Background: an optimization exercise with open tools, aiming at small area. Do not read the settings as production practice.
In this exercise RTL edits were held to simulation tests only and were not proved equivalent to the original.
No driver is modelled on the clock port, so clocking that relies on it looks cheaper here than on a real chip.
No activity file was given, so power comes from the tool's default toggle rates.

==> flow/design.v <==
module fpga_storm_iv_demo(
    input wire clk,
    input wire rst_n,
    input wire [3:0] keys,
    input wire [3:0] dips,
    output wire [7:0] leds,
    output wire [3:0] seg_sel,
    output wire [7:0] seg_data,
    output wire beep
);
    localparam [3:0] A_C = 4'h5;
    reg  [3:0] a_q;                       
    wire [3:0] a_s = a_q ^ A_C;
    wire a_z3 = ~|a_s[2:0];
    wire a_wrap = a_z3 & ~a_s[3];         
    wire a_last = a_z3 & a_s[3];          
    wire [3:0] a_n = {4{rst_n}} & {a_s[2:0], a_s[0] ^ a_s[3] ^ a_z3};
    localparam [11:0] C_C = 12'h555;
    localparam [11:0] C_FIRST = 12'h235;    
    localparam [11:0] C_LAST = 12'h11a;     
    localparam [11:0] C_DET = 12'hfbf;      
    reg  [11:0] c_q;
    wire [11:0] c_s = c_q ^ C_C;
    wire c_last = ((c_s & C_DET) == (C_LAST & C_DET));
    wire [11:0] c_n = rst_n ? {c_s[10:0], c_s[0] ^ c_s[11] ^ c_last} : C_FIRST;
    wire tick = a_last & c_last;          
    always @(posedge clk) begin
        a_q <= a_n ^ A_C;
        c_q <= c_n ^ C_C;
    end
    reg [3:0] digit0, digit1, digit2, digit3;
    wire all_off = &dips;
    wire nine0 = digit0[3] & digit0[0];
    wire nine1 = digit1[3] & digit1[0];
    wire nine2 = digit2[3] & digit2[0];
    wire inc0 = tick & (all_off | ~dips[0]);
    wire inc1 = tick & (all_off ? nine0 : ~dips[1]);
    wire inc2 = tick & (all_off ? (nine0 & nine1) : ~dips[2]);
    wire inc3 = tick & (all_off ? (nine0 & nine1 & nine2) : ~dips[3]);
    function [3:0] bcd_inc(input [3:0] d);    
        bcd_inc = {d[3] ? ~d[0] : (d[2] & d[1] & d[0]),
                   d[2] ^ (d[1] & d[0]),
                   (d[1] ^ d[0]) & ~d[3],
                   ~d[0]};
    endfunction
    always @(posedge clk) begin
        if (!rst_n) begin
            digit0 <= 4'd0; digit1 <= 4'd0; digit2 <= 4'd0; digit3 <= 4'd0;
        end else begin
            if (inc0) digit0 <= bcd_inc(digit0);
            if (inc1) digit1 <= bcd_inc(digit1);
            if (inc2) digit2 <= bcd_inc(digit2);
            if (inc3) digit3 <= bcd_inc(digit3);
        end
    end
    reg  [3:0] last_keys_n;           
    reg  [3:0] led_q;
    reg        request_beep;
    localparam [8:0] D_C = 9'h155;
    localparam [8:0] D_FIRST = 9'h08c;    
    reg  [8:0] d_q;
    wire [8:0] d_s = d_q ^ D_C;
    wire d_z8 = ~|d_s[7:0];
    wire deb_zero = d_z8 & ~d_s[8];
    wire press = |(~last_keys_n & ~keys);
    wire kev = rst_n & deb_zero & press;
    wire [8:0] d_step = {d_s[7:0], (d_s[3] ^ d_s[8]) & ~d_z8};
    wire [8:0] d_n = ({9{rst_n}} & d_step) | ({9{kev}} & D_FIRST);
    always @(posedge clk) begin
        d_q <= d_n ^ D_C;
        last_keys_n <= rst_n ? ~keys : 4'b0000;
        led_q <= rst_n ? (led_q ^ ({4{kev}} & ~keys)) : 4'b1111;
        request_beep <= kev;
    end
    assign leds = {4'b0000, led_q};
    localparam [12:0] B_C = 13'h1555;
    localparam [12:0] B_FIRST = 13'h0710;   
    reg  [12:0] b_q;
    wire [12:0] b_s = b_q ^ B_C;
    wire b_z12 = ~|b_s[11:0];
    wire active = ~(b_z12 & ~b_s[12]);
    wire load = request_beep & ~active;
    wire [12:0] b_step = {b_s[11:0], (b_s[2] ^ b_s[12]) & ~b_z12};
    wire [12:0] b_n = {13{rst_n}} & (b_step | ({13{load}} & B_FIRST));
    reg  [3:0] tone;
    reg        beep_q;
    wire tone_wrap = (tone == 4'd13);
    always @(posedge clk) begin
        b_q <= b_n ^ B_C;
        if (!rst_n) tone <= 4'd0;
        else if (active) tone <= tone_wrap ? 4'd0 : tone + 4'd1;
        beep_q <= rst_n & active & (beep_q ^ tone_wrap);
    end
    assign beep = beep_q & active;
    localparam [3:0] V_C = 4'h5;
    reg  [3:0] v_q;
    wire [3:0] v_s = v_q ^ V_C;
    wire v_z3 = ~|v_s[2:0];
    wire [3:0] v_n = {4{rst_n}} & (a_wrap ? {v_s[2:0], v_s[0] ^ v_s[3] ^ v_z3} : v_s);
    reg  [1:0] scan_idx;
    always @(posedge clk) begin
        v_q <= v_n ^ V_C;
        if (!rst_n) scan_idx <= 2'd0;
        else if (a_wrap & v_z3 & ~v_s[3]) scan_idx <= scan_idx + 2'd1;
    end
    assign seg_sel = ~(4'b0001 << scan_idx);
    wire [3:0] dd = scan_idx[1] ? (scan_idx[0] ? digit3 : digit2)
                                : (scan_idx[0] ? digit1 : digit0);
    assign seg_data[7] = 1'b1;
    assign seg_data[0] = (~dd[0] & ~dd[1] & dd[2]) | (dd[0] & ~dd[1] & ~dd[2] & ~dd[3]);
    assign seg_data[1] = (dd[0] & ~dd[1] & dd[2]) | (~dd[0] & dd[1] & dd[2]);
    assign seg_data[2] = (~dd[0] & dd[1] & ~dd[2]);
    assign seg_data[3] = (~dd[0] & ~dd[1] & dd[2]) | (dd[0] & dd[1] & dd[2]) | (dd[0] & ~dd[1] & ~dd[2] & ~dd[3]);
    assign seg_data[4] = (dd[0]) | (~dd[1] & dd[2]);
    assign seg_data[5] = (dd[1] & ~dd[2]) | (dd[0] & dd[1]) | (dd[0] & ~dd[2] & ~dd[3]);
    assign seg_data[6] = (~dd[1] & ~dd[2] & ~dd[3]) | (dd[0] & dd[1] & dd[2]);
endmodule
==> flow/flow/run.sh <==
#!/bin/bash
# Own layout flow: the standard ORFS flow (standard.sh) with these changes:
#  - synthesis: area-oriented ABC mapping, best of several scripts (flow/synth_area.tcl),
#    no adder extraction
#  - port buffers: sky130_fd_sc_hd__buf_1 instead of the default pick
#  - clock tree: clkbuf_4 buffers, no dummy loads
# Each tool's full output goes to the ORFS logs (orfs/logs/...) and make's to flow_make.log.
set -euo pipefail
W=$(pwd)
bash standard.sh \
  SYNTH_SCRIPT="$W/flow/synth_area.tcl" \
  ADDER_MAP_FILE= \
  BUFFER_PORTS_ARGS="-buffer_cell sky130_fd_sc_hd__buf_1" \
  CTS_ARGS="-sink_clustering_enable -repair_clock_nets -dont_use_dummy_load -buf_list sky130_fd_sc_hd__clkbuf_4 -root_buf sky130_fd_sc_hd__clkbuf_4" \
  finish > "$W/flow_make.log" 2>&1
==> flow/flow/abc_area_s0.abc <==
strash; &get -n; &fraig -x; &put; scorr; dc2; dretime; strash; &get -n; &dch -f; &nf; &put
==> flow/flow/abc_area_s1.abc <==
strash; &get -n; &fraig -x; &put; scorr; dc2; dretime; strash; &get -n; &dch -f; &nf -R 1000; &put
==> flow/flow/abc_area_s11.abc <==
strash; &get -n; &fraig -x; &put; scorr; dc2; dretime; strash; &get -n; &dc2; &dch -f; &nf -R 10000 -p; &put
==> flow/flow/abc_area_s12.abc <==
strash; &get -n; &fraig -x; &put; scorr; dc2; dretime; strash; &get -n; &dch -f; &nf -R 1000; &put; strash; &get -n; &dch -f; &nf -R 1000; &put
==> flow/flow/abc_area_s13.abc <==
strash; &get -n; &fraig -x; &put; scorr; dc2; dretime; strash; &get -n; &syn2; &dc2; &dch -f; &nf -R 10000 -p; &put
==> flow/flow/abc_area_s14.abc <==
strash; &get -n; &fraig -x; &put; scorr; dc2; dretime; strash; &get -n; &synch2; &dch -f; &nf -R 1000; &put
==> flow/flow/abc_area_s15.abc <==
strash; &get -n; &fraig -x; &put; scorr; dc2; dretime; strash; &get -n; &dc2; &syn2; &dch -f; &nf -R 1000 -p; &put
==> flow/flow/abc_area_s16.abc <==
strash; dc2; dc2; &get -n; &dch -f; &nf -R 1000 -p; &put
==> flow/flow/abc_area_s17.abc <==
strash; &get -n; &fraig -x; &put; scorr; dc2; dretime; strash; &get -n; &b; &dch -f; &nf -R 1000 -p; &put
==> flow/flow/abc_area_s3.abc <==
strash; &get -n; &fraig -x; &put; scorr; dc2; dretime; strash; dch -f; amap; topo
==> flow/flow/abc_area_s8.abc <==
strash; &get -n; &fraig -x; &put; scorr; dc2; dretime; strash; &get -n; &syn2; &dch -f; &nf -R 1000; &put
==> flow/flow/abc_area_s9.abc <==
strash; &get -n; &fraig -x; &put; scorr; dc2; dretime; strash; dc2; dc2; &get -n; &dch -f; &nf -R 1000; &put
==> flow/flow/synth_area.tcl <==
# Standard synthesis (synth_recipe.tcl, sourced below) with one change in the
# technology mapping: instead of ABC's delay-driven script with a 10 ps target,
# ABC runs each area-oriented script flow/abc_area*.abc on the same logic and the
# smallest result is kept. Registers are mapped before ABC runs, so they are the
# standard ones, with the same names and cells.
set ::own_flow_dir [file dirname [file normalize [info script]]]
proc own_abc_area {} {
  set f [file join $::env(OBJECTS_DIR) own_abc_stat.txt]
  yosys tee -q -o $f stat {*}$::own_lib_args
  set fp [open $f r]; set txt [read $fp]; close $fp
  regexp {Chip area for module [^:]*:\s*([0-9.]+)} $txt -> area
  return $area
}
proc abc {args} {
  set keep {}
  set skip 0
  foreach a $args {
    if {$skip} { incr skip -1; continue }
    if {$a eq "-script" || $a eq "-D" || $a eq "-constr"} { set skip 1; continue }
    lappend keep $a
  }
  set ::own_lib_args {}
  foreach lib $::env(LIB_FILES) { lappend ::own_lib_args -liberty $lib }
  set scripts [lsort [glob [file join $::own_flow_dir abc_area*.abc]]]
  yosys design -save own_pre_abc
  set best ""
  foreach s $scripts {
    yosys design -load own_pre_abc
    yosys abc {*}$keep -script $s
    yosys opt_clean
    set area [own_abc_area]
    puts "own flow: ABC script [file tail $s]: area $area"
    if {$best eq "" || $area < $best_area} { set best $s; set best_area $area }
  }
  yosys design -load own_pre_abc
  yosys abc {*}$keep -script $best
  puts "own flow: kept ABC script [file tail $best] (area $best_area)"
}
source [file join [file dirname $::own_flow_dir] synth_recipe.tcl]
==> flow/standard.sh <==
#!/bin/bash
# synth_recipe.tcl (not shown) runs the flow's synth.tcl, then flattens the netlist and writes it again
# the make line also repeats each setting of config.mk as NAME=value (left out here)
make -C /OpenROAD-flow-scripts/flow DESIGN_CONFIG=/design/flow/config.mk WORK_HOME=/design/flow/orfs CLKGATE_MAP_FILE= SYNTH_SCRIPT=/design/flow/synth_recipe.tcl "${@:-finish}"
==> flow/config.mk <==
export PLATFORM = sky130hd
export DESIGN_NAME = fpga_storm_iv_demo
export DESIGN_NICKNAME = fpga_storm_iv_demo
export VERILOG_FILES = /design/flow/design.v
export SDC_FILE = /design/flow/constraint.sdc
export NUM_CORES = 4
export LEC_CHECK = 0
export CAP_MARGIN = 20
export CORE_MARGIN = 2
export CORE_UTILIZATION = 55
export SLEW_MARGIN = 20
==> flow/constraint.sdc <==
create_clock -name core_clock -period 10.0 [get_ports {clk}]
set_input_delay 2.0000 -clock core_clock [delete_from_list [all_inputs] [get_ports {clk}]]
set_output_delay 2.0000 -clock core_clock [all_outputs]
set_load 0.01 [all_outputs]
==> summary.md, run 1 <==
| Metric | Value |
|---|---|
| Min Tclk post-route | `4310 ps` |
| Synth-to-layout area growth | `7.98%` |
| Critical setup path kind | `reg -> out` |
| Average size of a mapped cell | `8.75 sq um` |
| Top-count cell post-synth | `dfxtp_1` |
| GRT overflow | `0` |
| Reg2reg setup slack | `7080 ps` |
| Layout cells sized above 1 | `2.99%` |
| Hold Path End | `c_q[8]$_DFF_P_` |
| DR WL/cell | `12.0 microns` |
| N_diodes | `0` |
| Data arrival, critical path | `2310 ps` |
| Min-delay src | `c_q[7]$_SDFF_PN0_` |
| Post-synth EDFFs | `0` |
| H-tree depth | `3` |
| Post-synth ARST share | `0%` |
| Pre-antenna DRT Iters | `5` |
| Status | `finished clean` |
| Site row count | `25` |
| Synthesis Warnings | `1` |
| Number of setup violations in the final report | `0` |
| Final hold viol count | `0` |
| Post-route setup TNS | `0 ps` |
| Element type at the critical path end | `output port` |
| Pwr Density | `208 nW/um^2` |
| Dpl hpwl | `3150 microns` |
| Final worst setup slack | `5690 ps` |
| Reg-to-reg endpoint | `digit2[3]$_SDFFE_PN0P_` |
| Num CTS Buffers | `9` |
| Slew margin rel. | `36.9%` |
| Post-synth top area share | `56.2%` |
| Number of max-cap violations | `0` |
| Top_reg_cell synth | `dfxtp_1` |
| Tot GR Track Use | `19.3%` |
| Worst-path cell chain | `or2_0 -> nor2_1 -> nor2_1 -> o21ai_0 -> o21ai_0 -> or2_0 -> a21oi_1 -> nand2b_1 -> buf_1` |
| Ranking of synthesized cells by area | `dfxtp_1 (56%), nor2_1 (7.0%), nand2_1 (6.1%), o21ai_0 (4.8%), a21oi_1 (3.2%)` |
| Area leader, netlist | `dfxtp_1` |
| Synth cell types | `33` |
| 1st-iter DRT viols | `154` |
| Routed Antenna Nets | `0` |
| Post-synthesis sequential area ratio | `56.2%` |
| First-pass GRT wire length | `7950 microns` |
| Max-slew violations | `0` |
| VDD IR max | `0.131 mV` |
| Pre-CTS WS | `6090 ps` |
| Routed vias | `2105` |
| DIE WIDTH | `73.2 microns` |
| Initial antenna violation count | `0` |
| Synth top cells by count | `dfxtp_1 (74), nor2_1 (49), nand2_1 (43)` |
| Top-Level Pins | `31` |
| CP peak stage delay | `350 ps` |
| Core area | `4660 sq um` |
| Root buf cell | `clkbuf_4` |
| CTS tree | `yes` |
| Critical path data required time | `8000 ps` |
| Tightest Pin Transition | `936 ps` |
| GP Congestion | `0.753` |
| CTS Sinks | `74` |
| RR Startpoint | `c_q[4]$_DFF_P_` |
| Fmax achieved | `0.232 GHz` |
| Maximum fanout along the worst path | `7` |
| Final WL | `4660 microns` |
| Full die area | `5360 sq um` |
| Clk slew on worst S/H paths | `100 ps` |
| Leak | `1.09 nW` |
| Clock latency (worst-skew pair) | `400 ps` |
| Hold Path Depth | `1` |
| WP buf/inv | `1` |
| Setup Buffers After CTS | `0` |
| Die Span Y | `73.2 microns` |
| CTS Buffer Depth | `2` |
| Initial Util | `56.5%` |
| Post-DR vias/cell | `5.43` |
| Worst min-delay path category | `reg -> reg` |
| Cell count after synthesis | `301` |
| Largest net degree at the start of global routing | `43` |
| RSZ-0062 raised after global routing | `no` |
| Tcrit/Tclk final | `43.1%` |
| Cell depth of the worst flop-to-flop path | `11` |
| Clock skew | `24.2 ps` |
| CP max stage cell | `dfxtp_1` |
| Mapped Area | `2630 sq um` |
| Hold-fix buffers at CTS | `0` |
| Seq cells post-synth | `74` |
| Vias in the first global route | `1837` |
| IO buf count | `25` |
| Cell family with most CP delay | `simple AND/OR/NAND/NOR gates` |
| Post-CTS sizing | `0` |
| Startpoint Class | `register` |
| Residual DRC | `0` |
| Final nets | `346` |
==> power by group <==
part | total (mW) | switching (mW) | internal, mW
clock network | 0.126 | 0.0838 | 0.0419
logic | 0.116 | 0.0730 | 0.0431
registers | 0.351 | 0.0219 | 0.329
total | 0.593 | 0.179 | 0.414
==> worst max-delay path by stage <==
stage | startpoint | cells past startpoint | slack, ps | to
after floorplan | scan_idx[0]$_SDFFE_PN0P_ | 8 | 6220 | seg_data[3]
after global placement | scan_idx[0]$_SDFFE_PN0P_ | 9 | 6130 | seg_data[3]
after detailed placement | rst_n | 5 | 6090 | a_q[0]$_DFF_P_
after CTS | scan_idx[0]$_SDFFE_PN0P_ | 9 | 5670 | seg_data[3]
after global routing | scan_idx[0]$_SDFFE_PN0P_ | 9 | 5440 | seg_data[3]
final | scan_idx[0]$_SDFFE_PN0P_ | 9 | 5690 | seg_data[3]
==> state kept, by name, indices dropped and copies added, names as in the netlist <==
signal / count
a_q: 4
b_q: 13
beep_q: 1
c_q: 12
d_q: 9
digit0: 4
digit1: 4
digit2: 4
digit3: 4
last_keys_n: 4
led_q: 4
request_beep: 1
scan_idx: 2
tone: 4
v_q: 4
==> layer usage <==
metal / part of all wire, % / track usage [%] / vias up
li1: - / - / 1105
met1: 51 / 25.3 / 951
met2: 44 / 29.1 / 41
met3: 3.5 / 5.80 / 8
met4: 1.6 / 9.26 / 0
met5: 0 / 0 / -
==> per-stage QoR <==
step	area, sq um	utilization [%]	instances	power [mW]	hold slack [ps]
floorplan	2650	-	304	0.440	358
global placement	2780	59.6	379	0.471	370
detailed placement	2780	59.6	379	0.474	372
CTS	2840	61.0	388	0.598	389
global route	2840	61.0	388	0.633	413
finish	2840	61.0	388	0.593	378
==> layout make-up <==
cell class                 instances  area [sq um]
clock buffer                       9          67.6
multi-input combinational        221          1110
sequential                        74          1480
inverter                           4          15.0
tap                               54          67.6
fill                             446          1820
timing repair buffer              26           101
==> kinds of logic (layout without fill, tap and decap cells) <==
group / after synthesis / after routing / synth area share, %
AOI/OAI and AO/OA: 60 / 60 / 12.9
xor gates and xnor gates: 4 / 4 / 1.33
buffers and inverters: 9 / 39 / 2.00
DFF: 74 / 74 / 56.2
other: 2 / 5 / 0.285
and+or+nand+nor: 152 / 152 / 27.3
==> cells in the final DEF (no fill, tap or decap), drive strengths merged, types with 6 or more instances in the layout <==
master / netlist / layout
buf: 5 / 26
clkbuf: 0 / 9
nand3: 11 / 11
a21oi: 17 / 17
o21ai: 25 / 25
nor2: 49 / 49
and3: 7 / 7
dfxtp: 74 / 74
o22ai: 8 / 8
nand2b: 6 / 6
nand2: 43 / 43
==> inputs of run 2 (changes only) <==
--- a/flow/design.v
+++ b/flow/design.v
@@ -43,6 +43,9 @@
                    (d[1] ^ d[0]) & ~d[3],
                    ~d[0]};
     endfunction
+    function [3:0] bcd_tog(input [3:0] d);    
+        bcd_tog = {d[0] & (d[3] | (d[1] & d[2])), d[0] & d[1], d[0] & ~d[3], 1'b1};
+    endfunction
     always @(posedge clk) begin
         if (!rst_n) begin
             digit0 <= 4'd0; digit1 <= 4'd0; digit2 <= 4'd0; digit3 <= 4'd0;
@@ -55,12 +58,12 @@
     end
     reg  [3:0] last_keys_n;           
     reg  [3:0] led_q;
-    reg        request_beep;
     localparam [8:0] D_C = 9'h155;
     localparam [8:0] D_FIRST = 9'h08c;    
     reg  [8:0] d_q;
     wire [8:0] d_s = d_q ^ D_C;
     wire d_z8 = ~|d_s[7:0];
+    wire request_beep = (d_s == D_FIRST);    
     wire deb_zero = d_z8 & ~d_s[8];
     wire press = |(~last_keys_n & ~keys);
     wire kev = rst_n & deb_zero & press;
@@ -70,7 +73,6 @@
         d_q <= d_n ^ D_C;
         last_keys_n <= rst_n ? ~keys : 4'b0000;
         led_q <= rst_n ? (led_q ^ ({4{kev}} & ~keys)) : 4'b1111;
-        request_beep <= kev;
     end
     assign leds = {4'b0000, led_q};
     localparam [12:0] B_C = 13'h1555;
@@ -82,16 +84,22 @@
     wire load = request_beep & ~active;
     wire [12:0] b_step = {b_s[11:0], (b_s[2] ^ b_s[12]) & ~b_z12};
     wire [12:0] b_n = {13{rst_n}} & (b_step | ({13{load}} & B_FIRST));
-    reg  [3:0] tone;
+    reg  [2:0] tone7;
+    reg        tone2;
     reg        beep_q;
-    wire tone_wrap = (tone == 4'd13);
+    wire tone_wrap = tone2 & (tone7 == 3'b100);
     always @(posedge clk) begin
         b_q <= b_n ^ B_C;
-        if (!rst_n) tone <= 4'd0;
-        else if (active) tone <= tone_wrap ? 4'd0 : tone + 4'd1;
-        beep_q <= rst_n & active & (beep_q ^ tone_wrap);
+        if (!rst_n) begin
+            tone7 <= 3'b001;
+            tone2 <= 1'b0;
+        end else if (active) begin
+            tone7 <= {tone7[1:0], tone7[2] ^ tone7[1]};
+            tone2 <= ~tone2;
+        end
+        beep_q <= rst_n & active & ~(b_z12 & b_s[12]) & (beep_q ^ tone_wrap);    
     end
-    assign beep = beep_q & active;
+    assign beep = beep_q;
     localparam [3:0] V_C = 4'h5;
     reg  [3:0] v_q;
     wire [3:0] v_s = v_q ^ V_C;
==> flow/flow/run.sh (replaced) <==
#!/bin/bash
# Own layout flow: the standard ORFS flow (standard.sh) with these changes:
#  - synthesis: area-oriented ABC mapping, best of several scripts (flow/synth_area.tcl),
#    no adder extraction
#  - port buffers: sky130_fd_sc_hd__buf_1 instead of the default pick
#  - clock tree: clkbuf_4 buffers, no dummy loads; buffers whose clock pins see
#    too much slew are swapped for clkbuf_8 (flow/post_cts.tcl)
# Each tool's full output goes to the ORFS logs (orfs/logs/...) and make's to flow_make.log.
set -euo pipefail
W=$(pwd)
bash standard.sh \
  SYNTH_SCRIPT="$W/flow/synth_area.tcl" \
  ADDER_MAP_FILE= \
  SYNTH_INSBUF=0 \
  SKIP_REPAIR_TIE_FANOUT=1 \
  BUFFER_PORTS_ARGS="-buffer_cell sky130_fd_sc_hd__buf_1" \
  POST_CTS_TCL="$W/flow/post_cts.tcl" \
  CTS_ARGS="-sink_clustering_enable -repair_clock_nets -dont_use_dummy_load -buf_list sky130_fd_sc_hd__clkbuf_4 -root_buf sky130_fd_sc_hd__clkbuf_4" \
  finish > "$W/flow_make.log" 2>&1
==> flow/flow/post_cts.tcl (new file) <==
estimate_parasitics -placement
set own_big [[ord::get_db] findMaster sky130_fd_sc_hd__clkbuf_8]
set own_swapped 0
foreach inst [[ord::get_db_block] getInsts] {
  if {[[$inst getMaster] getName] ne "sky130_fd_sc_hd__clkbuf_4"} { continue }
  set out [$inst findITerm X]
  set net [$out getNet]
  if {$net eq "NULL"} { continue }
  set worst 0
  foreach it [$net getITerms] {
    if {![$it isInputSignal]} { continue }
    set pin [get_pins -quiet [[$it getInst] getName]/[[$it getMTerm] getName]]
    if {$pin eq ""} { continue }
    set s [get_property $pin slew_max]
    if {$s > $worst} { set worst $s }
  }
  if {$worst > 0.095} {
    puts "own flow: [$inst getName] clock sink slew $worst ns: clkbuf_8"
    $inst swapMaster $own_big
    incr own_swapped
  }
}
if {$own_swapped} {
  detailed_placement
  estimate_parasitics -placement
}
==> run 2 against run 1 <==
Against the previous run:
- critical path depth down 1
- clock skew is essentially flat
- sequential power is 5% lower
- hold slack about the same
- cell area down 0.79%
- still clean
- worst setup slack worse by 24 ps
- synthesized cell count is 8.6% lower
- register-to-register slack better by 290 ps
- largest cell class unchanged
- via count shrank 2.6%
==> summary.md, run 2 <==
| Metric | Value |
|---|---|
| Status | `finished clean` |
| Clk slew on worst S/H paths | `60 ps` |
| Final nets | `322` |
| Average size of a mapped cell | `9.27 sq um` |
| Tcrit/Tclk final | `43.3%` |
| Cell count after synthesis | `275` |
| Pre-antenna DRT Iters | `4` |
| Area leader, netlist | `dfxtp_1` |
| Fin cells | `362` |
| Dpl hpwl | `3130 microns` |
| Tightest Pin Transition | `947 ps` |
| Number of setup violations in the final report | `0` |
| Pre-CTS WS | `5930 ps` |
| N_diodes | `0` |
| Commonest non-fill, non-tap cell in the layout | `dfxtp_1` |
| Leak | `1.09 nW` |
| Final worst setup slack | `5670 ps` |
| CTS tree | `yes` |
| WP buf/inv | `2` |
| Max-slew violations | `0` |
| Routed Antenna Nets | `0` |
| Final hold viol count | `0` |
| Final WL | `4730 microns` |
| Commonest non-fill, non-tap cells in the layout | `dfxtp_1 (73), o21ai_0 (31), nor2_1 (30)` |
| 1st-iter DRT viols | `98` |
| GP Congestion | `0.759` |
| VDD IR max | `0.143 mV` |
| Tot GR Track Use | `20.4%` |
| DR WL/cell | `13.1 microns` |
| Footprint of the multi-input gates | `1050 sq um` |
| Synthesis Warnings | `1` |
| Post-synth top area share | `57.3%` |
| Initial Util | `57.8%` |
| Core area | `4410 sq um` |
| Max FFs per register | `13` |
| Biggest register | `b_q` |
| Clock skew | `24.1 ps` |
| Critical path data required time | `8000 ps` |
| Slew margin rel. | `36.5%` |
| RR Startpoint | `c_q[0]$_DFF_P_` |
| RSZ-0062 raised after global routing | `no` |
| Site row count | `24` |
| Top-Level Pins | `31` |
| Clock latency (worst-skew pair) | `340 ps` |
| Cell family with most CP delay | `compound AO/OA/AOI/OAI gates` |
| Min-delay src | `a_q[1]$_DFF_P_` |
| Largest net degree at the start of global routing | `41` |
| CP peak stage delay | `510 ps` |
| Pwr Density | `194 nW/um^2` |
| IO buf count | `25` |
| Post-synth EDFFs | `0` |
| CTS Sinks | `73` |
| Cell Area, Placed | `2720 sq um` |
| Maximum fanout along the worst path | `12` |
| Data arrival, critical path | `2330 ps` |
| Die Span Y | `72.1 microns` |
| Mapped Area | `2550 sq um` |
| Worst hold slack | `378 ps` |
| Synth top cells by count | `dfxtp_1 (73), o21ai_0 (31), nor2_1 (30)` |
| Min Tclk post-route | `4330 ps` |
| CP Launch Point | `scan_idx[0]$_SDFFE_PN0P_` |
| CP max stage cell | `dfxtp_1` |
| Startpoint Class | `register` |
| Full die area | `5200 sq um` |
| Element type at the critical path end | `output port` |
| Residual DRC | `0` |
| Cells after DPL | `353` |
| Seq cells post-synth | `73` |
| DIE WIDTH | `72.1 microns` |
| Ranking of synthesized cells by area | `dfxtp_1 (57%), o21ai_0 (6.1%), a21oi_1 (5.3%), nor2_1 (4.4%), nand2_1 (3.8%)` |
| Layout cells sized above 1 | `3.23%` |
| Worst min-delay path category | `reg -> reg` |
| Post-synthesis sequential area ratio | `57.3%` |
| First-pass GRT wire length | `8220 microns` |
| Post-DR vias/cell | `5.66` |
| Largest regs | `b_q (13), c_q (12), d_q (9)` |
| Post-route setup TNS | `0 ps` |
| FILL cells | `416` |
| Synth-to-layout area growth | `10.6%` |
| Post-synth ARST share | `0%` |
| GRT overflow | `0` |
| Fmax achieved | `0.231 GHz` |
| Critical setup path kind | `reg -> out` |
| Vias in the first global route | `1853` |
| Worst-path cell chain | `nor2_1 -> a222oi_1 -> clkinv_1 -> a31oi_1 -> nand2_1 -> a21boi_0 -> nand2b_1 -> buf_1` |
| Routed vias | `2050` |
| Seq. cell area | `1460 sq um` |
| Number of max-cap violations | `0` |
| Final Cell Area | `2820 sq um` |
| Synth cell types | `34` |
| Initial antenna violation count | `0` |
| Top_reg_cell synth | `dfxtp_1` |
| Top-count cell post-synth | `dfxtp_1` |
run 2: layout make-up:
type / count / share of cell area (%)
clock buffer: 9 / 3.73
multi-input combinational: 193 / 37.4
timing repair buffer: 26 / 3.59
inverter: 9 / 1.20
sequential: 73 / 51.8
tap: 52 / 2.31
run 2: through the flow:
stage | util [%] | power, mW
2_1_floorplan | - | 0.379
3_3_place_gp | 61.5 | 0.399
3_5_place_dp | 61.5 | 0.401
5_1_grt | 63.9 | 0.581
6_report | 63.9 | 0.548
run 2: path summary, 6_finish.rpt:
path / endpoint / slack [ps] / cells after the start
worst max-delay path: seg_data[3] / 5670 / 8
worst min-delay path: a_q[2]$_DFF_P_ / 380 / 1
worst max register to register: digit2[3]$_SDFFE_PN0P_ / 7370 / 9
worst min register to register: a_q[2]$_DFF_P_ / 380 / 1
run 2: routing by layer:
metal  up-vias  global-route usage [%]  routed length [microns]
met3         5                    6.67                      222
met1       939                    26.1                     2350
met5         -                       0                        0
li1       1065                       -                        -
met4         0                    8.81                       44
met2        41                    31.5                     2120
run 2: cells by family (layout without fill, tap and decap cells):
group	count (synthesis)	count (layout)	synth area share, %
and+or+nand+nor	104	104	20.5
AOI/OAI and AO/OA	83	83	19.2
DFF	73	73	57.3
buffers and inverters	9	44	1.32
xor gates and xnor gates	4	4	1.37
other	2	2	0.295
run 2: power breakdown:
group,internal (mW),switching [mW],leakage (nW)
registers,0.315,0.0181,0.597
clock network,0.0677,0.0866,0.0569
logic,0.0227,0.0378,0.440
total,0.406,0.143,1.09
==> inputs of run 3 (changes only) <==
--- a/flow/flow/run.sh
+++ b/flow/flow/run.sh
@@ -11,8 +11,6 @@
 bash standard.sh \
   SYNTH_SCRIPT="$W/flow/synth_area.tcl" \
   ADDER_MAP_FILE= \
-  SYNTH_INSBUF=0 \
-  SKIP_REPAIR_TIE_FANOUT=1 \
   BUFFER_PORTS_ARGS="-buffer_cell sky130_fd_sc_hd__buf_1" \
   POST_CTS_TCL="$W/flow/post_cts.tcl" \
   CTS_ARGS="-sink_clustering_enable -repair_clock_nets -dont_use_dummy_load -buf_list sky130_fd_sc_hd__clkbuf_4 -root_buf sky130_fd_sc_hd__clkbuf_4" \
==> run 3 against run 2 <==
Against the previous run:
- sequential share of layout area about the same
- clock-buffer cell count unchanged
- first-iteration DRC count rose by 53%
- synthesized cell count is 1.8% higher
- die area rose by 1.4%
- cell count grew 0.83%
==> summary.md, run 3 <==
| Metric | Value |
|---|---|
| IO buf count | `25` |
| Site row count | `24` |
| VDD IR max | `0.132 mV` |
| Synth-to-layout area growth | `8.99%` |
| GP Congestion | `0.813` |
| WP buf/inv | `1` |
| Vias in the first global route | `1810` |
| 1st-iter DRT viols | `150` |
| Final worst setup slack | `5660 ps` |
| Ranking of synthesized cells by area | `dfxtp_1 (56%), o21ai_0 (6.0%), a21oi_1 (5.2%), nor2_1 (4.4%), nand2_1 (3.8%)` |
| Synthesis Warnings | `1` |
| Clk slew on worst S/H paths | `90 ps` |
| Residual DRC | `0` |
| FILL cells | `413` |
| Final WL | `4690 microns` |
| Critical setup path kind | `reg -> out` |
| Number of setup violations in the final report | `0` |
| Hold Path Depth | `1` |
| Tightest Pin Transition | `940 ps` |
| Post-synth EDFFs | `0` |
| DR WL/cell | `12.9 microns` |
| Max-slew violations | `0` |
| N_diodes | `0` |
| Core area | `4440 sq um` |
| Commonest non-fill, non-tap cell in the layout | `dfxtp_1` |
| Largest net degree at the start of global routing | `41` |
| Average size of a mapped cell | `9.24 sq um` |
| Area leader, netlist | `dfxtp_1` |
| CP peak stage delay | `530 ps` |
| Fmax achieved | `0.231 GHz` |
| Dpl hpwl | `3100 microns` |
| Critical path data required time | `8000 ps` |
| Clock latency (worst-skew pair) | `340 ps` |
| Die Span Y | `72.6 microns` |
| Routed Antenna Nets | `0` |
| Biggest register | `b_q` |
| Top-count cell post-synth | `dfxtp_1` |
| Leak | `1.10 nW` |
| CTS tree | `yes` |
| Post-synth top area share | `56.5%` |
| Initial Util | `58.2%` |
| GRT overflow | `0` |
| First-pass GRT wire length | `8000 microns` |
| Cell depth of the worst flop-to-flop path | `9` |
| Clock skew | `26.2 ps` |
| Startpoint Class | `register` |
| Routed vias | `2079` |
| Commonest non-fill, non-tap cells in the layout | `dfxtp_1 (73), o21ai_0 (31), nor2_1 (30)` |
| Top_reg_cell synth | `dfxtp_1` |
| Post-DR vias/cell | `5.70` |
| Data arrival, critical path | `2340 ps` |
| Top-Level Pins | `31` |
| Slew margin rel. | `36.9%` |
| Element type at the critical path end | `output port` |
| Cell family with most CP delay | `simple AND/OR/NAND/NOR gates` |
| Post-synth ARST share | `0%` |
| Mapped Area | `2590 sq um` |
| Tot GR Track Use | `19.6%` |
| Final hold viol count | `0` |
| Initial antenna violation count | `0` |
| Pwr Density | `191 nW/um^2` |
| Post-synthesis sequential area ratio | `56.5%` |
| Largest regs | `b_q (13), c_q (12), d_q (9)` |
| Cell count after synthesis | `280` |
| Synth cell types | `35` |
| Max FFs per register | `13` |
| Pre-CTS WS | `5960 ps` |
| Pre-antenna DRT Iters | `5` |
| DIE WIDTH | `72.6 microns` |
| Final nets | `325` |
| Maximum fanout along the worst path | `12` |
| Number of max-cap violations | `0` |
| Full die area | `5270 sq um` |
| Worst path depth | `8` |
| CTS Sinks | `73` |
| Status | `finished clean` |
| Seq cells post-synth | `73` |
| RSZ-0062 raised after global routing | `no` |
| Synth top cells by count | `dfxtp_1 (73), o21ai_0 (31), nor2_1 (30)` |
| Worst min-delay path category | `reg -> reg` |
| Min Tclk post-route | `4340 ps` |
| CP max stage cell | `dfxtp_1` |
| Worst-path cell chain | `nor2_1 -> a222oi_1 -> nand2_1 -> nor2_1 -> nand2_1 -> a21boi_0 -> nand2b_1 -> buf_1` |
| Layout cells sized above 1 | `3.19%` |
| Tcrit/Tclk final | `43.4%` |
| Post-route setup TNS | `0 ps` |
## run 3: cell count changes in the layout (fill, tap and decap cells not counted)
cell and delta:
conb_1 +3, clkbuf_4 +2, clkbuf_8 -2
## run 3: area by class of cell
cell class	count	area (sq um)	share of cell area, %
clock buffer	9	92.6	3.28
inverter	9	33.8	1.20
multi-input combinational	196	1070	37.8
sequential	73	1460	51.8
tap	52	65.1	2.31
timing repair buffer	26	101	3.59
## run 3: worst register-to-register path: cells and delay by family (launching register included)
family	cells	cell delay [ps]
AO/OA/AOI/OAI	4	960
flip-flops	1	380
AND/OR/NAND/NOR	5	1210
## run 3: power by group
group	switching, mW	internal [mW]	leakage, nW
Sequential	0.0181	0.315	0.597
Combinational	0.0379	0.0228	0.450
Clock	0.0860	0.0593	0.0518
## run 3: path summary, 6_finish.rpt
kind	from	endpoint	slack [ps]
max reg2reg	c_q[0]$_DFF_P_	digit2[3]$_SDFFE_PN0P_	7360
min	a_q[1]$_DFF_P_	a_q[2]$_DFF_P_	380
min reg2reg	a_q[1]$_DFF_P_	a_q[2]$_DFF_P_	380
max	scan_idx[0]$_SDFFE_PN0P_	seg_data[3]	5660
## run 3: logic make-up (layout without fill, tap and decap cells)
family,Yosys count,count (layout),share of synthesized area [%]
simple gates,104,104,20.2
compound gates,83,83,19.0
flops,73,73,56.5
buf+inv,14,44,2.76
xor+xnor,4,4,1.35
other cells,2,5,0.290
## run 3: per-layer routing
| layer | vias to the layer above | track usage (%) | share of wire (%) |
|---|---|---|---|
| li1 | 1068 | - | - |
| met2 | 48 | 28.9 | 45 |
| met3 | 5 | 7.46 | 4.9 |
| met4 | 0 | 7.41 | 1.1 |
| met1 | 958 | 26.4 | 49 |
| met5 | - | 0 | 0 |
## run 3: metrics by stage
| step | cell area, sq um | power [mW] | hold slack, ps | utilization (%) | std cells |
|---|---|---|---|---|---|
| floorplan | 2600 | 0.381 | 353 | - | 283 |
| global placement | 2730 | 0.399 | 362 | 61.4 | 356 |
| detailed placement | 2730 | 0.400 | 365 | 61.4 | 356 |
| global route | 2820 | 0.569 | 388 | 63.5 | 365 |
| finish | 2820 | 0.539 | 377 | 63.5 | 365 |
==> inputs of run 4 (changes only) <==
--- a/flow/flow/run.sh
+++ b/flow/flow/run.sh
@@ -1,7 +1,8 @@
 #!/bin/bash
 # Own layout flow: the standard ORFS flow (standard.sh) with these changes:
 #  - synthesis: area-oriented ABC mapping, best of several scripts (flow/synth_area.tcl),
-#    no adder extraction
+#    no adder extraction, no pass-through buffers; constant outputs share one tie cell
+#    per value (SKIP_REPAIR_TIE_FANOUT)
 #  - port buffers: sky130_fd_sc_hd__buf_1 instead of the default pick
 #  - clock tree: clkbuf_4 buffers, no dummy loads; buffers whose clock pins see
 #    too much slew are swapped for clkbuf_8 (flow/post_cts.tcl)
@@ -11,6 +12,8 @@
 bash standard.sh \
   SYNTH_SCRIPT="$W/flow/synth_area.tcl" \
   ADDER_MAP_FILE= \
+  SYNTH_INSBUF=0 \
+  SKIP_REPAIR_TIE_FANOUT=1 \
   BUFFER_PORTS_ARGS="-buffer_cell sky130_fd_sc_hd__buf_1" \
   POST_CTS_TCL="$W/flow/post_cts.tcl" \
   CTS_ARGS="-sink_clustering_enable -repair_clock_nets -dont_use_dummy_load -buf_list sky130_fd_sc_hd__clkbuf_4 -root_buf sky130_fd_sc_hd__clkbuf_4" \
--- a/flow/flow/post_cts.tcl
+++ b/flow/flow/post_cts.tcl
@@ -1,5 +1,13 @@
+set own_big [[ord::get_db] findMaster sky130_fd_sc_hd__clkbuf_8]
+foreach it [[[ord::get_db_block] findNet clk] getITerms] {
+  set inst [$it getInst]
+  if {[[$inst getMaster] getName] eq "sky130_fd_sc_hd__clkbuf_4"} {
+    puts "own flow: root [$inst getName]: clkbuf_8"
+    $inst swapMaster $own_big
+  }
+}
+detailed_placement
 estimate_parasitics -placement
-set own_big [[ord::get_db] findMaster sky130_fd_sc_hd__clkbuf_8]
 set own_swapped 0
 foreach inst [[ord::get_db_block] getInsts] {
   if {[[$inst getMaster] getName] ne "sky130_fd_sc_hd__clkbuf_4"} { continue }
@@ -14,7 +22,7 @@
     set s [get_property $pin slew_max]
     if {$s > $worst} { set worst $s }
   }
-  if {$worst > 0.095} {
+  if {$worst > 0.100} {
     puts "own flow: [$inst getName] clock sink slew $worst ns: clkbuf_8"
     $inst swapMaster $own_big
     incr own_swapped
==> run 4 against run 3 <==
Against the previous run:
- still clean on timing, DRC and antenna
- via count fell by 1.4%
- clock power rose by 6%
- combinational power barely moved
- sequential share of layout area barely moved
- worst setup slack improved by 8.0 ps
- largest cell class unchanged
==> summary.md, run 4 <==
| Metric | Value |
|---|---|
| Status | `finished clean` |
| Seq. cell area | `1460 sq um` |
| Startpoint Class | `register` |
| Vias in the first global route | `1853` |
| Leak | `1.09 nW` |
| Post-DR vias/cell | `5.66` |
| Tightest Pin Transition | `947 ps` |
| Tot GR Track Use | `20.4%` |
| Initial antenna violation count | `0` |
| Top-count cell post-synth | `dfxtp_1` |
| Final nets | `322` |
| DR WL/cell | `13.1 microns` |
| Synth-to-layout area growth | `10.6%` |
| Commonest non-fill, non-tap cell in the layout | `dfxtp_1` |
| FILL cells | `416` |
| Pwr Density | `194 nW/um^2` |
| Final hold viol count | `0` |
| Synth Area in Adders | `0%` |
| Clk slew on worst S/H paths | `60 ps` |
| Synth top cells by count | `dfxtp_1 (73), o21ai_0 (31), nor2_1 (30)` |
| Max-slew violations | `0` |
| Site row count | `24` |
| Post-route setup TNS | `0 ps` |
| Reg-to-reg endpoint | `digit2[3]$_SDFFE_PN0P_` |
| Tcrit/Tclk final | `43.3%` |
| Critical setup path kind | `reg -> out` |
| Top_reg_cell synth | `dfxtp_1` |
| Final WL | `4730 microns` |
| Fmax achieved | `0.231 GHz` |
| Compound-Gate Fraction of Synth Area | `19.2%` |
| CTS tree | `yes` |
| Min Tclk post-route | `4330 ps` |
| Max FFs per register | `13` |
| Ranking of synthesized cells by area | `dfxtp_1 (57%), o21ai_0 (6.1%), a21oi_1 (5.3%), nor2_1 (4.4%), nand2_1 (3.8%)` |
| Slew margin rel. | `36.5%` |
| Main combinational cell family by area after synthesis | `simple AND/OR/NAND/NOR gates` |
| Top-Level Pins | `31` |
| Post-synth EDFFs | `0` |
| IO buf count | `25` |
| VDD IR max | `0.143 mV` |
| Average size of a mapped cell | `9.27 sq um` |
| Reg2reg setup slack | `7370 ps` |
| Area leader, netlist | `dfxtp_1` |
| DIE WIDTH | `72.1 microns` |
| GRT overflow | `0` |
| Largest regs | `b_q (13), c_q (12), d_q (9)` |
| Largest net degree at the start of global routing | `41` |
| First-pass GRT wire length | `8220 microns` |
| Post-synth top area share | `57.3%` |
| Footprint of the multi-input gates | `1050 sq um` |
| Seq cells post-synth | `73` |
| CTS Sinks | `73` |
| Worst min-delay path category | `reg -> reg` |
| Routed Antenna Nets | `0` |
| Routed vias | `2050` |
| Clock latency (worst-skew pair) | `340 ps` |
| CP Launch Point | `scan_idx[0]$_SDFFE_PN0P_` |
| Final Cell Area | `2820 sq um` |
| Final core utilization | `63.9%` |
| GP Congestion | `0.759` |
| Layout cells sized above 1 | `3.23%` |
| Data arrival, critical path | `2330 ps` |
| Residual DRC | `0` |
| Simple-gate share of the synthesized area | `20.5%` |
| Core area | `4410 sq um` |
| Dpl hpwl | `3130 microns` |
| 1st-iter DRT viols | `98` |
| Synth cell types | `34` |
| N_diodes | `0` |
| Critical path data required time | `8000 ps` |
| Commonest non-fill, non-tap cells in the layout | `dfxtp_1 (73), o21ai_0 (31), nor2_1 (30)` |
| Worst hold slack | `378 ps` |
| Post-synthesis sequential area ratio | `57.3%` |
| Post-synthesis xor/xnor area fraction | `1.37%` |
| Element type at the critical path end | `output port` |
| Post-synth ARST share | `0%` |
| Initial Util | `57.8%` |
| Clock skew | `24.1 ps` |
| Maximum fanout along the worst path | `12` |
| Mux contribution to synthesized area | `0%` |
| Synthesis Warnings | `1` |
| Number of setup violations in the final report | `0` |
| Total power | `0.548 mW` |
| Cell depth of the worst flop-to-flop path | `9` |
| Cell count after synthesis | `275` |
| Number of max-cap violations | `0` |
| Cell Area, Placed | `2720 sq um` |
| Pre-antenna DRT Iters | `4` |
| RSZ-0062 raised after global routing | `no` |
| Biggest register | `b_q` |
| Die Span Y | `72.1 microns` |
| RR Startpoint | `c_q[0]$_DFF_P_` |
| Full die area | `5200 sq um` |
| Worst setup path end | `seg_data[3]` |
| Mapped Area | `2550 sq um` |
==> run 4: changes by cell type after synthesis <==
cell | before | now
buf_4 | 5 | 0
==> run 4: worst min-delay path by stage <==
stage	startpoint	cells past startpoint	to	slack, ps
floorplan	a_q[1]$_DFF_P_	1	a_q[2]$_DFF_P_	350
global route	a_q[1]$_DFF_P_	1	a_q[2]$_DFF_P_	390
detailed placement	a_q[1]$_DFF_P_	1	a_q[2]$_DFF_P_	370
finish	a_q[1]$_DFF_P_	1	a_q[2]$_DFF_P_	380
global placement	a_q[1]$_DFF_P_	1	a_q[2]$_DFF_P_	360
==> run 4: area by class of cell <==
cell class / instances / area share [%]
Tap cell: 52 / 2.31
Inverter: 9 / 1.20
Multi-Input combinational cell: 193 / 37.4
Clock buffer: 9 / 3.73
Timing Repair Buffer: 26 / 3.59
Sequential cell: 73 / 51.8
==> run 4: worst max-delay path, cell delays in order (launching register included) <==
cell,delay (ps)
dfxtp_1,510
nor2_1,160
a222oi_1,430
clkinv_1,110
a31oi_1,210
nand2_1,100
a21boi_0,210
nand2b_1,130
buf_1,150
==> run 4: cell families (layout without fill, tap and decap cells) <==
| logic type | Yosys count | in the layout |
|---|---|---|
| xor+xnor | 4 | 4 |
| buf+inv | 9 | 44 |
| other cells | 2 | 2 |
| simple gates | 104 | 104 |
| flops | 73 | 73 |
| compound gates | 83 | 83 |
==> run 4: through the flow <==
| step | setup slack (ps) | std cells |
|---|---|---|
| global route | 5320 | 362 |
| floorplan | 6200 | 275 |
| global placement | 5960 | 353 |
| detailed placement | 5930 | 353 |
| finish | 5670 | 362 |
==> run 4: power breakdown <==
group	internal [mW]	switching (mW)
logic	0.0227	0.0378
clock network	0.0677	0.0866
registers	0.315	0.0181
==> run 4: routing by layer <==
metal | global-route usage, % | up-vias | part of all wire, %
met5 | 0 | - | 0
li1 | - | 1065 | -
met2 | 31.5 | 41 | 45
met3 | 6.67 | 5 | 4.7
met4 | 8.81 | 0 | 0.93
met1 | 26.1 | 939 | 50
==> inputs of run 5 (changes only) <==
--- a/flow/flow/post_cts.tcl
+++ b/flow/flow/post_cts.tcl
@@ -22,7 +22,7 @@
     set s [get_property $pin slew_max]
     if {$s > $worst} { set worst $s }
   }
-  if {$worst > 0.100} {
+  if {$worst > 0.110} {
     puts "own flow: [$inst getName] clock sink slew $worst ns: clkbuf_8"
     $inst swapMaster $own_big
     incr own_swapped
==> run 5 against run 4 <==
Against the previous run:
- still clean on timing, DRC and antenna
- cell count is the same
- hold slack barely moved
- worst setup slack improved by 18 ps
- routed wire length is 0.93% lower
- register-to-register slack improved by 30 ps
- die area unchanged
- critical endpoint unchanged
==> summary.md, run 5 <==
| Metric | Value |
|---|---|
| Pre-antenna DRT Iters | `4` |
| CTS Sinks | `73` |
| FILL cells | `421` |
| Cell Area, Placed | `2720 sq um` |
| GRT overflow | `0` |
| Synth-to-layout area growth | `9.67%` |
| CP Launch Point | `scan_idx[0]$_SDFFE_PN0P_` |
| Fmax achieved | `0.232 GHz` |
| Tcrit/Tclk final | `43.1%` |
| First-pass GRT wire length | `8220 microns` |
| Number of max-cap violations | `0` |
| Post-synthesis sequential area ratio | `57.3%` |
| Die Span Y | `72.1 microns` |
| Pwr Density | `189 nW/um^2` |
| Seq cells post-synth | `73` |
| Initial antenna violation count | `0` |
| RR Startpoint | `c_q[0]$_DFF_P_` |
| Min-delay src | `c_q[8]$_DFF_P_` |
| Biggest register | `b_q` |
| Clock skew | `36.7 ps` |
| Routed vias | `2060` |
| Full die area | `5200 sq um` |
| Worst min-delay path category | `reg -> reg` |
| Synthesis Warnings | `1` |
| Final nets | `322` |
| Commonest non-fill, non-tap cells in the layout | `dfxtp_1 (73), o21ai_0 (31), nor2_1 (30)` |
| Core area | `4410 sq um` |
| Mapped Area | `2550 sq um` |
| IO buf count | `25` |
| Average size of a mapped cell | `9.27 sq um` |
| 1st-iter DRT viols | `85` |
| Post-route setup TNS | `0 ps` |
| Cell depth of the worst flop-to-flop path | `9` |
| Initial Util | `57.8%` |
| Cells after DPL | `353` |
| Worst hold slack | `378 ps` |
| Max-slew violations | `0` |
| Hold Path Depth | `1` |
| Element type at the critical path end | `output port` |
| Top-count cell post-synth | `dfxtp_1` |
| Min Tclk post-route | `4310 ps` |
| Synth cell types | `34` |
| Clk slew on worst S/H paths | `100 ps` |
| Site row count | `24` |
| Fin cells | `362` |
| DIE WIDTH | `72.1 microns` |
| Critical setup path kind | `reg -> out` |
| Dpl hpwl | `3130 microns` |
| Commonest non-fill, non-tap cell in the layout | `dfxtp_1` |
| Cell count after synthesis | `275` |
| Leak | `1.08 nW` |
| Status | `finished clean` |
| Tot GR Track Use | `20.5%` |
| Critical path data required time | `8000 ps` |
| Clock latency (worst-skew pair) | `340 ps` |
| Slew margin rel. | `37.4%` |
| RSZ-0062 raised after global routing | `no` |
| Ranking of synthesized cells by area | `dfxtp_1 (57%), o21ai_0 (6.1%), a21oi_1 (5.3%), nor2_1 (4.4%), nand2_1 (3.8%)` |
| VDD IR max | `0.139 mV` |
| CTS tree | `yes` |
| Top_reg_cell synth | `dfxtp_1` |
| Tightest Pin Transition | `933 ps` |
| Vias in the first global route | `1859` |
| Layout cells sized above 1 | `3.23%` |
| N_diodes | `0` |
| Max FFs per register | `13` |
| Maximum fanout along the worst path | `12` |
| Final WL | `4690 microns` |
| Post-synth ARST share | `0%` |
| Number of setup violations in the final report | `0` |
| Data arrival, critical path | `2310 ps` |
| Synth top cells by count | `dfxtp_1 (73), o21ai_0 (31), nor2_1 (30)` |
| Post-synth top area share | `57.3%` |
| Area leader, netlist | `dfxtp_1` |
| Top-Level Pins | `31` |
| Routed Antenna Nets | `0` |
| Final Cell Area | `2800 sq um` |
| Residual DRC | `0` |
| Post-synth EDFFs | `0` |
| Largest regs | `b_q (13), c_q (12), d_q (9)` |
| Largest net degree at the start of global routing | `41` |
| DR WL/cell | `13.0 microns` |
| Post-DR vias/cell | `5.69` |
| GP Congestion | `0.759` |
| Final hold viol count | `0` |
| Startpoint Class | `register` |
## run 5: cells by family (layout without fill, tap and decap cells)
group | Yosys count | count (layout) | share of synthesized area, %
AND/OR/NAND/NOR | 104 | 104 | 20.5
AO/OA/AOI/OAI | 83 | 83 | 19.2
flip-flops | 73 | 73 | 57.3
buffers and inverters | 9 | 44 | 1.32
XOR/XNOR | 4 | 4 | 1.37
other | 2 | 2 | 0.295
## run 5: metrics by stage
| step | setup WS, ps | power, mW | utilization (%) |
|---|---|---|---|
| floorplan | 6200 | 0.379 | - |
| global placement | 5960 | 0.399 | 61.5 |
| detailed placement | 5930 | 0.401 | 61.5 |
| global route | 5330 | 0.562 | 63.4 |
| finish | 5690 | 0.530 | 63.4 |
## run 5: path summary, 6_finish.rpt
check	to	slack, ps
setup reg to reg	digit2[3]$_SDFFE_PN0P_	7400
hold / removal	c_q[9]$_SDFF_PN1_	380
hold reg to reg	c_q[9]$_SDFF_PN1_	380
setup / recovery	seg_data[3]	5690
## run 5: cell type report
| class | instances | area, sq um | share of cell area, % |
|---|---|---|---|
| repair buffers | 26 | 101 | 3.62 |
| clock buffers | 9 | 80.1 | 2.86 |
| flip-flops and latches | 73 | 1460 | 52.3 |
| well taps | 52 | 65.1 | 2.33 |
| multi-input cells | 193 | 1050 | 37.7 |
| inverters | 9 | 33.8 | 1.21 |
## run 5: report_power, final
part,internal [mW],switching [mW]
sequential,0.315,0.0181
combinational,0.0227,0.0376
clock,0.0508,0.0850
## run 5: critical path: stages (launching register included)
cell and delay [ps]:
dfxtp_1 510, nor2_1 160, a222oi_1 430, nand2_1 210
nor2_1 140, nand2_1 80, a21boi_0 200, nand2b_1 130
buf_1 150
## run 5: routing by layer
| metal | global-route usage [%] | part of all wire (%) | vias up |
|---|---|---|---|
| met2 | 31.7 | 44 | 31 |
| met5 | 0 | 0 | - |
| met3 | 7.08 | 4.1 | 9 |
| met4 | 8.81 | 1.7 | 0 |
| met1 | 26.0 | 50 | 950 |
| li1 | - | - | 1070 |
==> inputs of run 6 (changes only) <==
==> flow/flow/abc_area_x3.abc (new file) <==
strash; &get -n; &fraig -x; &put; scorr; dc2; dretime; strash; &get -n; &syn3; &dch -f; &nf -R 1000 -p; &put
==> flow/flow/abc_area_x7.abc (new file) <==
strash; &get -n; &fraig -x; &put; scorr; dc2; dretime; strash; &get -n; &dch -f -C 1000; &nf -R 1000 -p -E 1; &put
==> flow/flow/abc_area_x8.abc (new file) <==
strash; &get -n; &fraig -x; &put; scorr; dc2; dretime; strash; &get -n; &syn2; &syn2; &dch -f; &nf -R 1000 -p; &put
==> run 6 against run 5 <==
Against the previous run:
- via count shrank 2.8%
- cell count is the same
- worst setup slack gained 21 ps
- register-to-register slack lost 20 ps
- routed wire length shrank 2.5%
- cell area is the same
- non-clock buffer count is the same
- sequential power is essentially flat
- critical path type unchanged
- critical endpoint unchanged
- largest cell class unchanged
- largest power group unchanged
- highest routed layer unchanged
==> summary.md, run 6 <==
| Metric | Value |
|---|---|
| Top_reg_cell synth | `dfxtp_1` |
| Critical setup path kind | `reg -> out` |
| Post-DR vias/cell | `5.53` |
| Routed vias | `2002` |
| Initial Util | `57.8%` |
| Vias in the first global route | `1850` |
| Fin cells | `362` |
| RSZ-0062 raised after global routing | `no` |
| Cell count after synthesis | `275` |
| Cells after DPL | `353` |
| Fmax achieved | `0.233 GHz` |
| Sequential Power Share | `63.2%` |
| CTS Sinks | `73` |
| Pre-antenna DRT Iters | `5` |
| Top-count cell post-synth | `dfxtp_1` |
| FILL cells | `389` |
| N_diodes | `0` |
| Mapped Area | `2550 sq um` |
| Slew margin rel. | `36.6%` |
| Post-synth EDFFs | `0` |
| Final hold viol count | `0` |
| Seq cells post-synth | `73` |
| Core area | `4410 sq um` |
| Ranking of synthesized cells by area | `dfxtp_1 (57%), o21ai_0 (6.1%), a21oi_1 (5.3%), nor2_1 (4.4%), nand2_1 (3.8%)` |
| Pwr Density | `188 nW/um^2` |
| Dpl hpwl | `3060 microns` |
| Commonest non-fill, non-tap cells in the layout | `dfxtp_1 (73), o21ai_0 (31), nor2_1 (30)` |
| Synth cell types | `34` |
| Routed Antenna Nets | `0` |
| Synth-to-layout area growth | `9.67%` |
| Maximum fanout along the worst path | `12` |
| Max FFs per register | `13` |
| Startpoint Class | `register` |
| Clk slew on worst S/H paths | `90 ps` |
| Largest regs | `b_q (13), c_q (12), d_q (9)` |
| Die Span Y | `72.1 microns` |
| P_int | `0.389 mW` |
| Post-route setup TNS | `0 ps` |
| Critical path data required time | `8000 ps` |
| Average size of a mapped cell | `9.27 sq um` |
| Synthesis Warnings | `1` |
| Number of max-cap violations | `0` |
| Clock latency (worst-skew pair) | `340 ps` |
| Clock skew | `32.9 ps` |
| Post-synth top area share | `57.3%` |
| Tot GR Track Use | `20.7%` |
| 1st-iter DRT viols | `138` |
| Sw Share | `26.2%` |
| GRT overflow | `0` |
| Leak | `1.08 nW` |
| Status | `finished clean` |
| Post-synthesis sequential area ratio | `57.3%` |
| Clock power share | `25.4%` |
| Data arrival, critical path | `2290 ps` |
| CTS tree | `yes` |
| GP Congestion | `0.753` |
| First-pass GRT wire length | `8290 microns` |
| Layout cells sized above 1 | `3.23%` |
| Synth top cells by count | `dfxtp_1 (73), o21ai_0 (31), nor2_1 (30)` |
| DIE WIDTH | `72.1 microns` |
| Initial antenna violation count | `0` |
| Logic gate share of total power | `11.3%` |
| Number of setup violations in the final report | `0` |
| DR WL/cell | `12.6 microns` |
| IO buf count | `25` |
| Final nets | `322` |
| Worst min-delay path category | `reg -> reg` |
| Largest net degree at the start of global routing | `41` |
| Residual DRC | `0` |
| Tightest Pin Transition | `945 ps` |
| Sw Pwr | `0.138 mW` |
| Max-slew violations | `0` |
| Site row count | `24` |
| Full die area | `5200 sq um` |
| Post-synth ARST share | `0%` |
| Min Tclk post-route | `4290 ps` |
| Biggest register | `b_q` |
| Final WL | `4570 microns` |
| Area leader, netlist | `dfxtp_1` |
| Commonest non-fill, non-tap cell in the layout | `dfxtp_1` |
| Element type at the critical path end | `output port` |
| Top-Level Pins | `31` |
| VDD IR max | `0.116 mV` |
| Tcrit/Tclk final | `42.9%` |
-- run 6: cell counts in the layout (fill, tap and decap cells not counted) --
No cell type changed its count.
-- run 6: logic make-up after synthesis --
kind of cell / synth area share, %
buffers and inverters: 1.32
XOR/XNOR: 1.37
other: 0.295
AND/OR/NAND/NOR: 20.5
flip-flops: 57.3
AO/OA/AOI/OAI: 19.2
-- run 6: worst paths after layout --
kind / endpoint / start / slack [ps] / cells after the start
hold reg to reg: c_q[7]$_SDFF_PN0_ / c_q[6]$_DFF_P_ / 380 / 1
hold / removal: c_q[7]$_SDFF_PN0_ / c_q[6]$_DFF_P_ / 380 / 1
setup reg to reg: digit2[3]$_SDFFE_PN0P_ / c_q[0]$_DFF_P_ / 7380 / 9
setup / recovery: seg_data[3] / scan_idx[0]$_SDFFE_PN0P_ / 5710 / 8
-- run 6: cell type report --
type,count,area (sq um),share of cell area [%]
multi-input cells,193,1050,37.7
inverters,9,33.8,1.21
well taps,52,65.1,2.33
clock buffers,9,80.1,2.86
repair buffers,26,101,3.62
flip-flops and latches,73,1460,52.3
-- run 6: power groups by stage --
stage / sequential (mW) / clock (mW) / combinational [mW]
2_1_floorplan: 0.337 / 0 / 0.0417
3_3_place_gp: 0.339 / 0 / 0.0600
3_5_place_dp: 0.340 / 0 / 0.0607
5_1_grt: 0.338 / 0.155 / 0.0704
6_report: 0.333 / 0.134 / 0.0597
-- run 6: worst max-delay path: stages, from the launching register on --
cell and delay [ps]:
dfxtp_1 520, nor2_1 160, a222oi_1 410, clkinv_1 120, a31oi_1 200, nand2_1 90
a21boi_0 190, nand2b_1 130, buf_1 150
-- run 6: metal layers --
layer | up-vias | global-route usage, % | part of all wire, %
li1 | 1068 | - | -
met1 | 887 | 28.4 | 51
met2 | 37 | 28.7 | 43
met3 | 10 | 7.08 | 4.0
met4 | 0 | 10.5 | 2.0
met5 | - | 0 | 0
-- run 6: per-stage QoR --
stage | setup slack [ps] | power [mW] | area, sq um | utilization (%) | hold slack (ps)
after floorplan | 6200 | 0.379 | 2550 | - | 353
after global placement | 5950 | 0.399 | 2720 | 61.5 | 362
after detailed placement | 5900 | 0.400 | 2720 | 61.5 | 364
after global routing | 5330 | 0.563 | 2800 | 63.4 | 393
final | 5710 | 0.527 | 2800 | 63.4 | 375

-- port drivers added, routing unchanged --
How much do the figures lean on ideal ports? The routed layouts below were timed once more, with nothing changed but the port constraints.
Step 1 sets driving cells, clkbuf_16 on the clock port and buf_2 on the other inputs (assumed; they add their load-dependent delay and slew).
Step 2 moves the port delays by t, midway between the first and last clock arrival at a register: inputs arrive t later, outputs are due t later. That takes back most of the time a late clock gives input paths.
Slacks: no drivers / after step 1 / after step 2; pairs: no drivers / after step 1.
run | t, ns | setup slack, ns | hold WS [ns] | slew at the worst register clock pin (ns) | worst data-port slew with drivers (ns)
run 1 | 0.411 | 5.694 / 5.670 / 6.082 | 0.378 / 0.378 / 0.378 | 0.11 / 0.11 | 0.03
run 2 | 0.358 | 5.670 / 5.642 / 5.929 | 0.378 / 0.378 / 0.378 | 0.09 / 0.09 | 0.03
run 3 | 0.355 | 5.662 / 5.635 / 5.983 | 0.377 / 0.377 / 0.377 | 0.09 / 0.09 | 0.03
run 4 | 0.358 | 5.670 / 5.642 / 5.929 | 0.378 / 0.378 / 0.378 | 0.09 / 0.09 | 0.03
run 5 | 0.353 | 5.688 / 5.661 / 5.953 | 0.378 / 0.378 / 0.378 | 0.11 / 0.11 | 0.03
run 6 | 0.353 | 5.709 / 5.683 / 5.961 | 0.375 / 0.375 / 0.375 | 0.11 / 0.11 | 0.03
After both steps setup and hold are still met in every run listed.
